What follows belongs to an exercise in optimizing a design on an open flow for small area; a production flow would make more cautious choices. For this run, only the layout was checked, not whether the RTL still works. Power is estimated from default activity; no workload was simulated.

**design.v**
```verilog
module ADC_I2C
(
	input				clk_in,		 
	input				rst_n_in,	 
	output				scl_out,	 
	input				sda_i,		 
	output				sda_o,		 
	output				sda_oe,		 
	output	reg			adc_done,	 
	output	reg	[7:0]	adc_data	 
);
	parameter	CNT_NUM	=	63;   
	localparam	IDLE	=	3'd0;
	localparam	MAIN	=	3'd1;
	localparam	START	=	3'd2;
	localparam	WRITE	=	3'd3;
	localparam	READ	=	3'd4;
	localparam	STOP	=	3'd5;
	reg					clk_400khz;
	reg		[9:0]		cnt_400khz;
	wire				tick_400k = (cnt_400khz >= CNT_NUM-1) && !clk_400khz;
	always@(posedge clk_in or negedge rst_n_in) begin
		if(!rst_n_in) begin
			cnt_400khz <= 10'd0;
			clk_400khz <= 1'b0;
		end else if(cnt_400khz >= CNT_NUM-1) begin
			cnt_400khz <= 10'd0;
			clk_400khz <= ~clk_400khz;
		end else begin
			cnt_400khz <= cnt_400khz + 1'b1;
		end
	end
	reg		[7:0]		adc_data_r;         
	reg		[7:0]		adc_data_raw;       
	reg					scl_out_r;
	reg					sda_out_r;
	reg		[2:0]		cnt;
	reg		[3:0]		cnt_main;
	reg		[7:0]		data_wr;
	reg		[2:0]		cnt_start;
	reg		[2:0]		cnt_write;
	reg		[4:0]		cnt_read;
	reg		[2:0]		cnt_stop;
	reg		[2:0] 		state;
	reg                 sda_in;              
	reg     [3:0]       read_retry_cnt;      
	reg		[7:0]		address;
	reg		[3:0]		cnt_bit;
	reg		[1:0]		cnt_byte;
	reg		[4:0]		cnt_clk;
	reg		[7:0]		tx_data;
	reg		[7:0]		rx_data;
	reg					scl,sda_dir;
	reg     [1:0]       sda_sample;   
	reg     [7:0]       stable_count;  
	assign scl_out = (state == STOP && cnt_clk == 5'd2) ? 1'b1 : 
	                 (state == STOP && cnt_clk == 5'd3) ? 1'b1 : 
					 (state == STOP && cnt_clk > 5'd3) ? 1'b1 : scl;
	assign sda_o = sda_out_r;
	assign sda_oe = sda_dir;
	wire sda_out = sda_dir ? sda_out_r : sda_i;
	always @(posedge clk_in or negedge rst_n_in) begin
		if(!rst_n_in) begin
			sda_sample <= 2'b00;
		end else if(tick_400k) begin
			sda_sample <= {sda_sample[0], sda_out};
		end
	end
	wire sda_stable = (sda_sample[1] == sda_sample[0]);
	always@(posedge clk_in or negedge rst_n_in) begin
		if(!rst_n_in) begin
			state <= IDLE;
			cnt_bit <= 4'd0;
			cnt_byte <= 2'd0;
			cnt_clk <= 5'd0;
			tx_data <= 8'd0;
			rx_data <= 8'd0;
			adc_data <= 8'd0;
			adc_done <= 1'b0;
			scl <= 1'b1;
			sda_dir <= 1'b1;
			sda_out_r <= 1'b1;
			address <= 8'h90;  
			stable_count <= 8'd0;
		end else if(tick_400k) begin
			case(state)
				IDLE: begin
					adc_done <= 1'b0;
					cnt_clk <= 5'd0;
					cnt_bit <= 4'd0;
					cnt_byte <= 2'd0;
					sda_dir <= 1'b1;
					sda_out_r <= 1'b1;
					scl <= 1'b1;
					state <= MAIN;
				end
				MAIN: begin
					case(cnt_byte)
						2'd0: begin  
							tx_data <= 8'h90;  
							cnt_byte <= 2'd1;
							state <= START;
						end
						2'd1: begin  
							tx_data <= 8'h00;  
							cnt_byte <= 2'd2;
							state <= WRITE;
						end
						2'd2: begin  
							tx_data <= 8'h91;  
							cnt_byte <= 2'd3;
							state <= START;
						end
						2'd3: begin  
							state <= READ;
						end
					endcase
				end
				START: begin
					case(cnt_clk)
						5'd0: begin
							sda_dir <= 1'b1;
							sda_out_r <= 1'b1;
							scl <= 1'b1;
							cnt_clk <= cnt_clk + 1'b1;
						end
						5'd1: begin
							cnt_clk <= cnt_clk + 1'b1;
						end
						5'd2: begin
							sda_out_r <= 1'b0;
							cnt_clk <= cnt_clk + 1'b1;
						end
						5'd3: begin
							cnt_clk <= cnt_clk + 1'b1;
						end
						5'd4: begin
							scl <= 1'b0;
							cnt_clk <= 5'd0;
							state <= WRITE;
							cnt_bit <= 4'd0;
						end
						default: cnt_clk <= 5'd0;
					endcase
				end
				WRITE: begin
					case(cnt_clk)
						5'd0: begin
							sda_dir <= 1'b1;
							if(cnt_bit <= 4'd7) begin
								sda_out_r <= tx_data[7-cnt_bit];  
							end else begin
								sda_dir <= 1'b0;  
							end
							cnt_clk <= cnt_clk + 1'b1;
						end
						5'd1: begin
							scl <= 1'b0;
							cnt_clk <= cnt_clk + 1'b1;
						end
						5'd2: begin
							cnt_clk <= cnt_clk + 1'b1;
						end
						5'd3: begin
							scl <= 1'b1;  
							cnt_clk <= cnt_clk + 1'b1;
						end
						5'd4: begin
							if((cnt_bit == 4'd8 && sda_stable && sda_sample[0] == 1'b0) || cnt_bit < 4'd8) begin
								cnt_clk <= cnt_clk + 1'b1;
							end else if(cnt_bit == 4'd8 && (!sda_stable || sda_sample[0] == 1'b1)) begin
								cnt_bit <= 4'd0;
								cnt_clk <= 5'd0;
								stable_count <= stable_count + 1'b1;
								if(stable_count >= 8'd5) begin  
									state <= STOP;
									stable_count <= 8'd0;
								end
							end
						end
						5'd5: begin
							scl <= 1'b0;
							cnt_clk <= 5'd0;
							if(cnt_bit == 4'd8) begin  
								cnt_bit <= 4'd0;
								if(cnt_byte == 2'd1 || cnt_byte == 2'd3) begin
									state <= MAIN;  
								end else if(cnt_byte == 2'd2) begin
									state <= MAIN;  
								end else begin
									state <= STOP;  
								end
							end else begin  
								cnt_bit <= cnt_bit + 1'b1;
							end
						end
						default: cnt_clk <= 5'd0;
					endcase
				end
				READ: begin
					case(cnt_clk)
						5'd0: begin
							sda_dir <= 1'b0;  
							cnt_clk <= cnt_clk + 1'b1;
						end
						5'd1: begin
							scl <= 1'b0;
							cnt_clk <= cnt_clk + 1'b1;
						end
						5'd2: begin
							cnt_clk <= cnt_clk + 1'b1;
						end
						5'd3: begin
							scl <= 1'b1;  
							cnt_clk <= cnt_clk + 1'b1;
						end
						5'd4: begin
							if(cnt_bit <= 4'd7) begin
								if(sda_stable) begin  
									rx_data[7-cnt_bit] <= sda_sample[0];  
									cnt_clk <= cnt_clk + 1'b1;
								end else begin
									stable_count <= stable_count + 1'b1;
									if(stable_count >= 8'd10) begin  
										rx_data[7-cnt_bit] <= sda_sample[0];
										cnt_clk <= cnt_clk + 1'b1;
										stable_count <= 8'd0;
									end
								end
							end else begin  
								sda_dir <= 1'b1;
								sda_out_r <= 1'b1;  
								cnt_clk <= cnt_clk + 1'b1;
							end
						end
						5'd5: begin
							scl <= 1'b0;
							cnt_clk <= 5'd0;
							if(cnt_bit == 4'd8) begin  
								adc_data <= rx_data;  
								adc_done <= 1'b1;    
								state <= STOP;       
							end else begin  
								cnt_bit <= cnt_bit + 1'b1;
							end
						end
						default: cnt_clk <= 5'd0;
					endcase
				end
				STOP: begin
					case(cnt_clk)
						5'd0: begin
							sda_dir <= 1'b1;
							sda_out_r <= 1'b0;
							cnt_clk <= cnt_clk + 1'b1;
						end
						5'd1: begin
							scl <= 1'b0;
							cnt_clk <= cnt_clk + 1'b1;
						end
						5'd2: begin
							cnt_clk <= cnt_clk + 1'b1;
						end
						5'd3: begin
							scl <= 1'b1;  
							cnt_clk <= cnt_clk + 1'b1;
						end
						5'd4: begin
							cnt_clk <= cnt_clk + 1'b1;
						end
						5'd5: begin
							sda_out_r <= 1'b1;  
							cnt_clk <= cnt_clk + 1'b1;
						end
						5'd15: begin  
							cnt_clk <= 5'd0;
							state <= IDLE;  
						end
						default: cnt_clk <= cnt_clk + 1'b1;
					endcase
				end
				default: state <= IDLE;
			endcase
		end
	end
endmodule
module voltage_convert(
    input wire clk,                 
    input wire rst_n,               
    input wire [7:0] adc_data,      
    input wire adc_data_valid,      
    output reg [15:0] voltage       
);
    parameter REF_VOLTAGE = 5_00;    
    reg [23:0] voltage_temp;        
    reg [7:0] adc_stable;           
    reg [7:0] adc_prev;             
    reg [3:0] stable_count;         
    reg stable_flag;                
    always @(posedge clk or negedge rst_n) begin
        if (!rst_n) begin
            adc_stable <= 8'd0;
            adc_prev <= 8'd0;
            stable_count <= 4'd0;
            stable_flag <= 1'b0;
        end
        else if (adc_data_valid) begin
            if ((adc_data == adc_prev) || 
                (adc_data == adc_prev + 8'd1) || 
                (adc_data == adc_prev - 8'd1)) begin
                if (stable_count < 4'd4) begin
                    stable_count <= stable_count + 1'b1;
                end
                else begin
                    adc_stable <= adc_data;
                    stable_flag <= 1'b1;
                end
            end
            else begin
                stable_count <= 4'd0;
                stable_flag <= 1'b0;
            end
            adc_prev <= adc_data;
        end
    end
    always @(posedge clk or negedge rst_n) begin
        if (!rst_n) begin
            voltage <= 16'd0;
            voltage_temp <= 24'd0;
        end
        else if (adc_data_valid && stable_flag) begin
            case(adc_stable)
                8'd255: voltage <= 16'd500;   
                8'd254: voltage <= 16'd498;   
                8'd253: voltage <= 16'd496;   
                8'd252: voltage <= 16'd494;   
                8'd251: voltage <= 16'd492;   
                8'd250: voltage <= 16'd490;   
                8'd249: voltage <= 16'd488;   
                8'd248: voltage <= 16'd486;   
                8'd247: voltage <= 16'd484;   
                8'd246: voltage <= 16'd482;   
                8'd245: voltage <= 16'd480;   
                8'd240: voltage <= 16'd470;   
                8'd235: voltage <= 16'd460;   
                8'd230: voltage <= 16'd451;   
                8'd225: voltage <= 16'd441;   
                8'd220: voltage <= 16'd431;   
                8'd215: voltage <= 16'd422;   
                8'd210: voltage <= 16'd412;   
                8'd205: voltage <= 16'd402;   
                8'd200: voltage <= 16'd392;   
                8'd195: voltage <= 16'd382;   
                8'd190: voltage <= 16'd373;   
                8'd185: voltage <= 16'd363;   
                8'd180: voltage <= 16'd353;   
                8'd175: voltage <= 16'd343;   
                8'd170: voltage <= 16'd333;   
                8'd165: voltage <= 16'd324;   
                8'd160: voltage <= 16'd314;   
                8'd155: voltage <= 16'd304;   
                8'd150: voltage <= 16'd294;   
                8'd145: voltage <= 16'd284;   
                8'd140: voltage <= 16'd275;   
                8'd135: voltage <= 16'd265;   
                8'd130: voltage <= 16'd255;   
                8'd129: voltage <= 16'd253;   
                8'd128: voltage <= 16'd251;   
                8'd127: voltage <= 16'd249;   
                8'd126: voltage <= 16'd247;   
                8'd125: voltage <= 16'd245;   
                8'd120: voltage <= 16'd235;   
                8'd115: voltage <= 16'd225;   
                8'd110: voltage <= 16'd216;   
                8'd105: voltage <= 16'd206;   
                8'd100: voltage <= 16'd196;   
                8'd95:  voltage <= 16'd186;   
                8'd90:  voltage <= 16'd176;   
                8'd85:  voltage <= 16'd167;   
                8'd80:  voltage <= 16'd157;   
                8'd75:  voltage <= 16'd147;   
                8'd70:  voltage <= 16'd137;   
                8'd65:  voltage <= 16'd127;   
                8'd60:  voltage <= 16'd118;   
                8'd55:  voltage <= 16'd108;   
                8'd50:  voltage <= 16'd98;    
                8'd45:  voltage <= 16'd88;    
                8'd40:  voltage <= 16'd78;    
                8'd35:  voltage <= 16'd69;    
                8'd30:  voltage <= 16'd59;    
                8'd25:  voltage <= 16'd49;    
                8'd20:  voltage <= 16'd39;    
                8'd15:  voltage <= 16'd29;    
                8'd10:  voltage <= 16'd20;    
                8'd5:   voltage <= 16'd10;    
                8'd3:   voltage <= 16'd6;     
                8'd2:   voltage <= 16'd4;     
                8'd1:   voltage <= 16'd2;     
                8'd0:   voltage <= 16'd0;     
                default: begin
                    if (adc_stable > 8'd130) begin
                        voltage_temp <= 16'd255 + ((adc_stable - 8'd130) * 16'd245) / 8'd125;
                    end
                    else if (adc_stable > 8'd30) begin
                        voltage_temp <= 16'd59 + ((adc_stable - 8'd30) * 16'd196) / 8'd100;
                    end
                    else begin
                        voltage_temp <= (adc_stable * 16'd59) / 8'd30;
                    end
                    voltage <= voltage_temp[15:0];
                end
            endcase
        end
    end
endmodule 
module lcd_1602(clk,rst_n,voltage,lcd_en,lcd_rw,lcd_rs,lcd_data);
input clk;
input rst_n;
input [15:0] voltage;      
output lcd_en;       
output lcd_rw;       
output lcd_rs;       
output [7:0]lcd_data;   
wire clk;
wire rst_n;
wire lcd_en;
wire lcd_rw;
reg lcd_rs;
reg [7:0]lcd_data;
wire [127:0] row_1;   
wire [127:0] row_2;   
assign row_1 = "Voltage:       ";    
assign row_2 = "ADC PCF8591    ";    
parameter TIME_20MS = 1000_000;   
parameter TIME_500HZ = 100_000;   
parameter IDLE = 8'h00;
parameter SET_FUNCTION = 8'h01;
parameter DISP_OFF = 8'h03;
parameter DISP_CLEAR = 8'h02;
parameter ENTRY_MODE = 8'h06;
parameter DISP_ON = 8'h07;
parameter ROW1_ADDR = 8'h05;   
parameter ROW1_0 = 8'h04;
parameter ROW1_1 = 8'h0C;
parameter ROW1_2 = 8'h0D;
parameter ROW1_3 = 8'h0F;
parameter ROW1_4 = 8'h0E;
parameter ROW1_5 = 8'h0A;
parameter ROW1_6 = 8'h0B;
parameter ROW1_7 = 8'h09;
parameter ROW1_8 = 8'h08;   
parameter ROW1_9 = 8'h18;   
parameter ROW1_A = 8'h19;   
parameter ROW1_B = 8'h1B;   
parameter ROW1_C = 8'h1A;   
parameter ROW1_D = 8'h1E;   
parameter ROW1_E = 8'h1F;   
parameter ROW1_F = 8'h1D;   
parameter ROW2_ADDR = 8'h1C;   
parameter ROW2_0 = 8'h14;
parameter ROW2_1 = 8'h15;
parameter ROW2_2 = 8'h17;
parameter ROW2_3 = 8'h16;
parameter ROW2_4 = 8'h12;
parameter ROW2_5 = 8'h13;
parameter ROW2_6 = 8'h11;
parameter ROW2_7 = 8'h10;
parameter ROW2_8 = 8'h30;
parameter ROW2_9 = 8'h31;
parameter ROW2_A = 8'h33;
parameter ROW2_B = 8'h32;
parameter ROW2_C = 8'h36;
parameter ROW2_D = 8'h37;
parameter ROW2_E = 8'h35;
parameter ROW2_F = 8'h34;
parameter [7:0] CHAR_V = 8'h56;    
parameter [7:0] CHAR_DOT = 8'h2E;  
parameter [7:0] CHAR_SPACE = 8'h20;  
parameter [7:0] CHAR_0 = 8'h30;    
reg [15:0] voltage_reg;         
reg [3:0] volt_int;             
reg [7:0] volt_dec;             
reg init_done;                  
reg [19:0]cnt_20ms;
always @(posedge clk or negedge rst_n)
  begin
    if(rst_n == 1'b0)
      cnt_20ms <= 0;
    else if(cnt_20ms == TIME_20MS - 1)
      cnt_20ms <= cnt_20ms;
    else
      cnt_20ms <= cnt_20ms + 1;
  end
wire delay_done = (cnt_20ms == TIME_20MS-1)? 1'b1 : 1'b0;   
reg [19:0] cnt_500hz;
always @(posedge clk or negedge rst_n)
  begin
    if(rst_n == 1'b0)
      cnt_500hz <= 0;
    else if(delay_done == 1)
      begin
        if(cnt_500hz == TIME_500HZ - 1)
          cnt_500hz <= 0;
        else
          cnt_500hz <= cnt_500hz + 1;
      end
    else
      cnt_500hz <= 0;
  end
assign lcd_en = (cnt_500hz > (TIME_500HZ-1)/2)? 1'b0 : 1'b1;
wire write_flag = (cnt_500hz == TIME_500HZ - 1)? 1'b1 : 1'b0;
always @(posedge clk or negedge rst_n)
  begin
    if(rst_n == 1'b0)
      init_done <= 1'b0;
    else if(c_state == DISP_ON && write_flag)
      init_done <= 1'b1;
    else
      init_done <= init_done;
  end
reg [5:0] c_state;   
reg [5:0] n_state;   
always @(posedge clk or negedge rst_n)
  begin
    if(rst_n == 1'b0)
      c_state <= IDLE;
    else if(write_flag == 1)   
      c_state <= n_state;
    else
      c_state <= c_state;
  end
always @(*)
  begin
    case(c_state)
    IDLE:n_state = SET_FUNCTION;
    SET_FUNCTION:n_state = DISP_OFF;
    DISP_OFF:n_state = DISP_CLEAR;
    DISP_CLEAR:n_state = ENTRY_MODE;
    ENTRY_MODE:n_state = DISP_ON;
    DISP_ON:n_state = ROW1_ADDR;
    ROW1_ADDR:n_state = ROW1_0;
    ROW1_0:n_state = ROW1_1;
    ROW1_1:n_state = ROW1_2;
    ROW1_2:n_state = ROW1_3;
    ROW1_3:n_state = ROW1_4;
    ROW1_4:n_state = ROW1_5;
    ROW1_5:n_state = ROW1_6;
    ROW1_6:n_state = ROW1_7;
    ROW1_7:n_state = ROW1_8;
    ROW1_8:n_state = ROW1_9;
    ROW1_9:n_state = ROW1_A;
    ROW1_A:n_state = ROW1_B;
    ROW1_B:n_state = ROW1_C;
    ROW1_C:n_state = ROW1_D;
    ROW1_D:n_state = ROW1_E;
    ROW1_E:n_state = ROW1_F;
    ROW1_F:n_state = ROW2_ADDR;
    ROW2_ADDR:n_state = ROW2_0;
    ROW2_0:n_state = ROW2_1;
    ROW2_1:n_state = ROW2_2;
    ROW2_2:n_state = ROW2_3;
    ROW2_3:n_state = ROW2_4;
    ROW2_4:n_state = ROW2_5;
    ROW2_5:n_state = ROW2_6;
    ROW2_6:n_state = ROW2_7;
    ROW2_7:n_state = ROW2_8;
    ROW2_8:n_state = ROW2_9;
    ROW2_9:n_state = ROW2_A;
    ROW2_A:n_state = ROW2_B;
    ROW2_B:n_state = ROW2_C;
    ROW2_C:n_state = ROW2_D;
    ROW2_D:n_state = ROW2_E;
    ROW2_E:n_state = ROW2_F;
    ROW2_F:n_state = ROW1_ADDR;
    default:n_state = IDLE;   
    endcase 
  end
assign lcd_rw = 0;   
always @(posedge clk or negedge rst_n)
  begin
    if(rst_n == 1'b0)
      lcd_rs <= 0;             
    else if(write_flag == 1)   
      begin   
        if((n_state == SET_FUNCTION)||(n_state == DISP_OFF)||(n_state == DISP_CLEAR)||(n_state == ENTRY_MODE)||(n_state == DISP_ON)||(n_state == ROW1_ADDR)||(n_state == ROW2_ADDR))
          lcd_rs <= 0;   
        else
          lcd_rs <= 1;   
      end
    else
      lcd_rs <= lcd_rs;
  end
always @(posedge clk or negedge rst_n) begin
    if(!rst_n) begin
        voltage_reg <= 16'd0;
        volt_int <= 4'd0;
        volt_dec <= 8'd0;
    end
    else if(c_state == ROW1_ADDR && write_flag) begin
        voltage_reg <= voltage;
        volt_int <= voltage / 100;
        volt_dec <= voltage % 100;
    end
    else if(delay_done && !init_done) begin
        voltage_reg <= 16'd0;
        volt_int <= 4'd0;
        volt_dec <= 8'd0;
    end
end
always @(posedge clk or negedge rst_n)
  begin
    if(rst_n == 1'b0)
      lcd_data <= 0;
    else if(write_flag)
      begin
        case(n_state)
        IDLE:lcd_data <= 8'h00;   
        SET_FUNCTION:lcd_data <= 8'h38;   
        DISP_OFF:lcd_data <= 8'h08;       
        DISP_CLEAR:lcd_data <= 8'h01;     
        ENTRY_MODE:lcd_data <= 8'h06;     
        DISP_ON:lcd_data <= 8'h0C;        
        ROW1_ADDR:lcd_data <= 8'h80;  
        ROW1_0:lcd_data <= row_1[127:120];
        ROW1_1:lcd_data <= row_1[119:112];
        ROW1_2:lcd_data <= row_1[111:104];
        ROW1_3:lcd_data <= row_1[103:96];
        ROW1_4:lcd_data <= row_1[95:88];
        ROW1_5:lcd_data <= row_1[87:80];
        ROW1_6:lcd_data <= row_1[79:72];
        ROW1_7:lcd_data <= row_1[71:64];
        ROW1_8:lcd_data <= CHAR_SPACE;
        ROW1_9:lcd_data <= CHAR_0 + volt_int;         
        ROW1_A:lcd_data <= CHAR_DOT;                  
        ROW1_B:lcd_data <= CHAR_0 + volt_dec/10;      
        ROW1_C:lcd_data <= CHAR_0 + volt_dec%10;      
        ROW1_D:lcd_data <= CHAR_V;                    
        ROW1_E:lcd_data <= CHAR_SPACE;                
        ROW1_F:lcd_data <= CHAR_SPACE;                
        ROW2_ADDR:lcd_data <= 8'hC0;   
        ROW2_0:lcd_data <= row_2[127:120];
        ROW2_1:lcd_data <= row_2[119:112];
        ROW2_2:lcd_data <= row_2[111:104];
        ROW2_3:lcd_data <= row_2[103:96];
        ROW2_4:lcd_data <= row_2[95:88];
        ROW2_5:lcd_data <= row_2[87:80];
        ROW2_6:lcd_data <= row_2[79:72];
        ROW2_7:lcd_data <= row_2[71:64];
        ROW2_8:lcd_data <= row_2[63:56];
        ROW2_9:lcd_data <= row_2[55:48];
        ROW2_A:lcd_data <= row_2[47:40];
        ROW2_B:lcd_data <= row_2[39:32];
        ROW2_C:lcd_data <= row_2[31:24];
        ROW2_D:lcd_data <= row_2[23:16];
        ROW2_E:lcd_data <= row_2[15:8];
        ROW2_F:lcd_data <= row_2[7:0];
      endcase
    end
  else
    lcd_data <= lcd_data;
  end
endmodule 
module main(
    input wire clk,           
    input wire rst_n,         
    output wire scl,          
    input  wire sda_i,        
    output wire sda_o,        
    output wire sda_oe,       
    output wire lcd_rs,       
    output wire lcd_rw,       
    output wire lcd_en,       
    output wire [7:0] lcd_data   
);
    wire [7:0] adc_data;      
    wire [15:0] voltage;      
    wire adc_data_valid;      
    ADC_I2C u_adc_i2c(
        .clk_in(clk),
        .rst_n_in(rst_n),
        .scl_out(scl),
        .sda_i(sda_i),
        .sda_o(sda_o),
        .sda_oe(sda_oe),
        .adc_done(adc_data_valid),
        .adc_data(adc_data)
    );
    voltage_convert u_voltage_convert(
        .clk(clk),
        .rst_n(rst_n),
        .adc_data(adc_data),
        .adc_data_valid(adc_data_valid),
        .voltage(voltage)
    );
    lcd_1602 u_lcd1602_display(
        .clk(clk),
        .rst_n(rst_n),
        .voltage(voltage),
        .lcd_rs(lcd_rs),
        .lcd_rw(lcd_rw),
        .lcd_en(lcd_en),
        .lcd_data(lcd_data)
    );
endmodule
```
**run.sh**
```bash
#!/bin/bash
# synth_recipe.tcl (not shown) runs the flow's synth.tcl, then flattens the netlist and writes it again
# the make line also repeats each setting of config.mk as NAME=value (left out here)
make -C /OpenROAD-flow-scripts/flow DESIGN_CONFIG=/design/flow/config.mk WORK_HOME=/design/flow/orfs CLKGATE_MAP_FILE= SYNTH_SCRIPT=/design/flow/synth_recipe.tcl finish
```
**config.mk**
```make
export PLATFORM = sky130hd
export DESIGN_NAME = main
export DESIGN_NICKNAME = main
export VERILOG_FILES = /design/flow/design.v
export SDC_FILE = /design/flow/constraint.sdc
export NUM_CORES = 4
export LEC_CHECK = 0
export CAP_MARGIN = 20
export CORE_MARGIN = 2
export CORE_UTILIZATION = 40
export PLACE_DENSITY = 0.6
export SLEW_MARGIN = 20
```
**constraint.sdc**
```tcl
create_clock -name core_clock -period 50.0 [get_ports {clk}]
set_input_delay 10.0000 -clock core_clock [delete_from_list [all_inputs] [get_ports {clk}]]
set_output_delay 10.0000 -clock core_clock [all_outputs]
set_load 0.01 [all_outputs]
```
==> impl_summary.log <==
INFO  metric ys.flop_type = sky130_fd_sc_hd__dfrtp_1
INFO  metric post_cts_resize_count = 0
INFO  metric ys_warn_count = 3
INFO  metric reg_top3 = u_lcd1602_display.cnt_20ms: 20 flops, u_lcd1602_display.cnt_500hz: 20 flops
INFO  metric num_vias = 27,903
INFO  metric fmaxAchievable = 48.1 MHz
INFO  metric floorplan.die.width = 268 um
INFO  metric drv_slew = 0
INFO  metric post_syn_instances = 3,739
INFO  metric dp.final_hpwl = 63,600 um
INFO  metric cts-htree-levels = 4
INFO  metric post-route-min-period = 20,790 ps
INFO  metric timing.critical_path.mode_cell = sky130_fd_sc_hd__inv_1
INFO  metric route.detailed.drc = 0
INFO  metric pre_cts_ws = 29,410 ps
INFO  metric synth_async_reset_ratio = 100%
INFO  metric yosys_register_bits = 178
INFO  metric crit_path_max_fanout = 18
INFO  metric ctsLongestPathBuffers = 2
INFO  metric least_margin_pin_slew = 1040 ps
INFO  metric timing.critical_path.to_type = register
INFO  metric final_antenna_net_count = 0
INFO  metric fin_nets = 3,867
INFO  metric post_route_cells_drive_above_1_share = 6.58%
INFO  metric area_growth_syn_to_layout = 5.53%
INFO  metric seq_area_frac_synth = 16.0%
INFO  metric first_pass_iters = 6
INFO  metric post-route-period-util = 41.6%
INFO  metric worst_setup_hold_path_clk_slew = 80 ps
INFO  metric r2r_slack = 29,210 ps
INFO  metric grt_antenna_before_repair = 1
INFO  metric post_drt_via_cell_ratio = 6.07
INFO  metric power_density_cells = 12.4 nW/um2
INFO  metric grt_use_total = 22.7%
INFO  metric grt_first_pass_wirelength = 136,000 um
INFO  metric numClockSinks = 178
INFO  metric cts_post_setup_buffers_inserted = 0
INFO  metric die-height = 268 um
INFO  metric cts_hold_buf = 0
INFO  metric timing.final.setup_violations = 0
INFO  metric timing_hold_violations_final = 0
INFO  metric worst-endpoint-required = 50,350 ps
INFO  metric total_power = 363 uW
INFO  metric core_area = 68,700 um2
INFO  metric worst_clock_skew = 13.5 ps
INFO  metric core_rows = 96
INFO  metric timing.setup.critical_path_class = register to register
INFO  metric grt_max_degree = 112
INFO  metric total_leakage_power = 11.7 nW
INFO  metric worst_path_largest_cell_delay = 740 ps
INFO  metric worst_ep_arrival_time = 21,150 ps
INFO  metric tritoncts.num_buffers = 17
INFO  metric total_global_routing_overflow = 0
INFO  metric routedWlPerCell = 17.9 um
INFO  metric die-area = 71,700 um2
INFO  metric post-route-worst-setup-slack = 29,210 ps
INFO  metric worstHoldPathType = register to register
INFO  metric place.gp.congestion = 0.959
INFO  metric root_buffer = sky130_fd_sc_hd__clkbuf_16
INFO  metric start_util = 40.5%
INFO  metric place.port_buffers = 15
INFO  metric via_count_of_the_first_global_routing_pass = 25,675
INFO  metric slowest_stage = sky130_fd_sc_hd__a31oi_1
INFO  metric worstSkewPairLatency = 460 ps
INFO  metric design.portCount = 17
INFO  metric grt_setup_unrepaired = false
INFO  metric wirelength = 82,500 um
INFO  metric post_synth.cell_area_avg = 7.44 um2
INFO  metric slew_headroom = 30.2%
INFO  metric worstSetupStartpointType = register
INFO  metric setup-tns-final = 0 ps
INFO  metric outcome = complete, no violations
INFO  metric irDropWorstVdd = 0.0262 mV
INFO  metric synthDistinctLibCells = 133
INFO  metric num-fill-cells = 7,068
INFO  metric cap_violations = 0
INFO  metric dr.first_iter.drc_count = 2,520
INFO  metric synth-edff-count = 0
INFO  metric netlist_area = 27,800 um2
INFO  metric cts_tree = done
==> cell families (layout without fill, tap and decap cells) <==
kind of cell	Yosys count	in the layout	synth area share, %
adders and majority gates	232	232	11.5
muxes	89	89	3.48
DFF	178	178	16.0
and+or+nand+nor	1456	1456	25.8
other	1	5	0.0135
AOI/OAI and AO/OA	1171	1171	29.4
xor gates and xnor gates	286	286	9.13
buffers and inverters	326	249	4.68
==> critical path, delay by kind of cell, from the launching register on <==
family	cells	cell delay, ps
AOI/OAI and AO/OA	31	10500
xor gates and xnor gates	2	670
adders and majority gates	9	3410
buffers and inverters	8	1250
DFF	1	630
muxes	2	430
and+or+nand+nor	14	3790
==> power breakdown <==
group          leakage, nW  internal (mW)  switching, mW  total (mW)
sequential            2.43          0.151        0.00986       0.160
clock                0.299         0.0805         0.0650       0.145
combinational         8.96         0.0221         0.0350      0.0571
total                 11.7          0.253          0.110       0.363
==> path summary, 6_finish.rpt <==
kind | startpoint | endpoint | depth (start not counted)
setup / recovery | u_voltage_convert.adc_stable[3]$_DFFE_PN0P_ | u_voltage_convert.voltage_temp[10]$_DFFE_PN0P_ | 66
hold / removal | u_lcd1602_display.cnt_20ms[19]$_DFFE_PN0N_ | u_lcd1602_display.cnt_20ms[19]$_DFFE_PN0N_ | 1
setup reg to reg | u_voltage_convert.adc_stable[3]$_DFFE_PN0P_ | u_voltage_convert.voltage_temp[10]$_DFFE_PN0P_ | 66
hold reg to reg | u_lcd1602_display.cnt_20ms[19]$_DFFE_PN0N_ | u_lcd1602_display.cnt_20ms[19]$_DFFE_PN0N_ | 1
max in group asynchronous | rst_n | u_voltage_convert.adc_stable[7]$_DFFE_PN0P_ | 2
min in group asynchronous | rst_n | u_lcd1602_display.lcd_data[2]$_DFFE_PN0P_ | 1
==> cells in the mapped netlist (26+ instances only) <==
library cell	instances	area, um2
sky130_fd_sc_hd__nor2_1	333	1250
sky130_fd_sc_hd__and2_1	49	307
sky130_fd_sc_hd__dfrtp_1	175	4380
sky130_fd_sc_hd__nand4_1	53	332
sky130_fd_sc_hd__clkbuf_1	125	469
sky130_fd_sc_hd__o211ai_1	55	413
sky130_fd_sc_hd__o31ai_1	32	240
sky130_fd_sc_hd__inv_1	167	627
sky130_fd_sc_hd__a211oi_1	53	398
sky130_fd_sc_hd__a21oi_1	223	1120
sky130_fd_sc_hd__o22ai_1	39	244
sky130_fd_sc_hd__mux2i_1	39	390
sky130_fd_sc_hd__nand2b_1	36	225
sky130_fd_sc_hd__xor2_1	83	727
sky130_fd_sc_hd__nor2b_1	27	169
sky130_fd_sc_hd__a31oi_1	53	332
sky130_fd_sc_hd__o21a_1	43	323
sky130_fd_sc_hd__and3_1	57	357
sky130_fd_sc_hd__nand2_1	419	1570
sky130_fd_sc_hd__o21ai_0	238	1190
sky130_fd_sc_hd__nor3_1	113	566
sky130_fd_sc_hd__or3_1	49	307
sky130_fd_sc_hd__or2_2	26	163
sky130_fd_sc_hd__mux2_2	45	507
sky130_fd_sc_hd__nand3_1	155	776
sky130_fd_sc_hd__o21ai_1	28	140
sky130_fd_sc_hd__fa_1	48	961
sky130_fd_sc_hd__xnor2_1	198	1730
sky130_fd_sc_hd__ha_1	164	2050
sky130_fd_sc_hd__a21o_1	39	293
sky130_fd_sc_hd__nor4_1	27	169
==> cell usage in the layout (no fill, tap or decap), types with 28 or more instances in the layout <==
cell / instances
sky130_fd_sc_hd__nor3_1: 113
sky130_fd_sc_hd__or3_1: 49
sky130_fd_sc_hd__o21a_1: 43
sky130_fd_sc_hd__a31oi_1: 53
sky130_fd_sc_hd__o211ai_1: 55
sky130_fd_sc_hd__mux2_2: 45
sky130_fd_sc_hd__mux2i_1: 39
sky130_fd_sc_hd__o21ai_0: 238
sky130_fd_sc_hd__xor2_1: 83
sky130_fd_sc_hd__inv_1: 167
sky130_fd_sc_hd__nand2_1: 419
sky130_fd_sc_hd__nand4_1: 53
sky130_fd_sc_hd__xnor2_1: 198
sky130_fd_sc_hd__dfrtp_1: 175
sky130_fd_sc_hd__o31ai_1: 32
sky130_fd_sc_hd__nor2_1: 333
sky130_fd_sc_hd__and2_1: 49
sky130_fd_sc_hd__o22ai_1: 39
sky130_fd_sc_hd__ha_1: 164
sky130_fd_sc_hd__buf_4: 33
sky130_fd_sc_hd__nand2b_1: 36
sky130_fd_sc_hd__nand3_1: 155
sky130_fd_sc_hd__a21o_1: 39
sky130_fd_sc_hd__fa_1: 48
sky130_fd_sc_hd__a21oi_1: 223
sky130_fd_sc_hd__a211oi_1: 53
sky130_fd_sc_hd__and3_1: 57
sky130_fd_sc_hd__o21ai_1: 28
==> layer usage <==
| metal | vias to the layer above | global-route usage [%] | wire [um] | share of wire [%] |
|---|---|---|---|---|
| li1 | 13709 | - | - | - |
| met1 | 13138 | 32.9 | 39700 | 48 |
| met2 | 909 | 35.8 | 36400 | 44 |
| met3 | 145 | 2.82 | 4870 | 5.9 |
| met4 | 2 | 5.39 | 1590 | 1.9 |
| met5 | - | 0 | 13 | 0.016 |
==> cell type report <==
class	count	area, um2	share of cell area [%]
Sequential cell	178	4460	15.2
Clock inverter	14	193	0.656
Timing Repair Buffer	48	402	1.37
Clock buffer	18	429	1.46
Antenna cell	1	2.50	0.00852
Tap cell	931	1160	3.97
Inverter	169	634	2.16
Multi-Input combinational cell	3238	22100	75.2
==> per-stage QoR <==
stage | cells | instance area, um2 | utilization (%) | hold WS [ps]
after global routing | 4596 | 29400 | 42.8 | 504
after detailed placement | 4563 | 28700 | 41.8 | 458
after floorplan | 3742 | 27800 | - | 437
after CTS | 4595 | 29400 | 42.7 | 473
final | 4597 | 29400 | 42.8 | 468
after global placement | 4563 | 28700 | 41.8 | 457

[re-timing with driven ports]
The flow's constraints put no driver on any port. The routed layout listed below was extracted and timed again, unchanged, in two steps.
Step 1 assumes that a clkbuf_16 drives the clock port and a buf_2 every other input.
Step 2 times the ports against the registers' clock, not the clock port: input delays grow and output delays shrink by t, the midpoint of the rising clock arrivals with the driver on.
Slacks: no drivers / after step 1 / after step 2; pairs: no drivers / after step 1.
t, ns: 0.508
setup WS [ns]: 29.206 / 29.206 / 29.206
worst hold slack (ns): 0.468 / 0.468 / 0.468
worst setup path after step 2: register to register
After both steps this run still meets setup and hold. For this run, drivers alone change the setup slack by 0.000 ns; drivers and shift together by 0.000 ns.
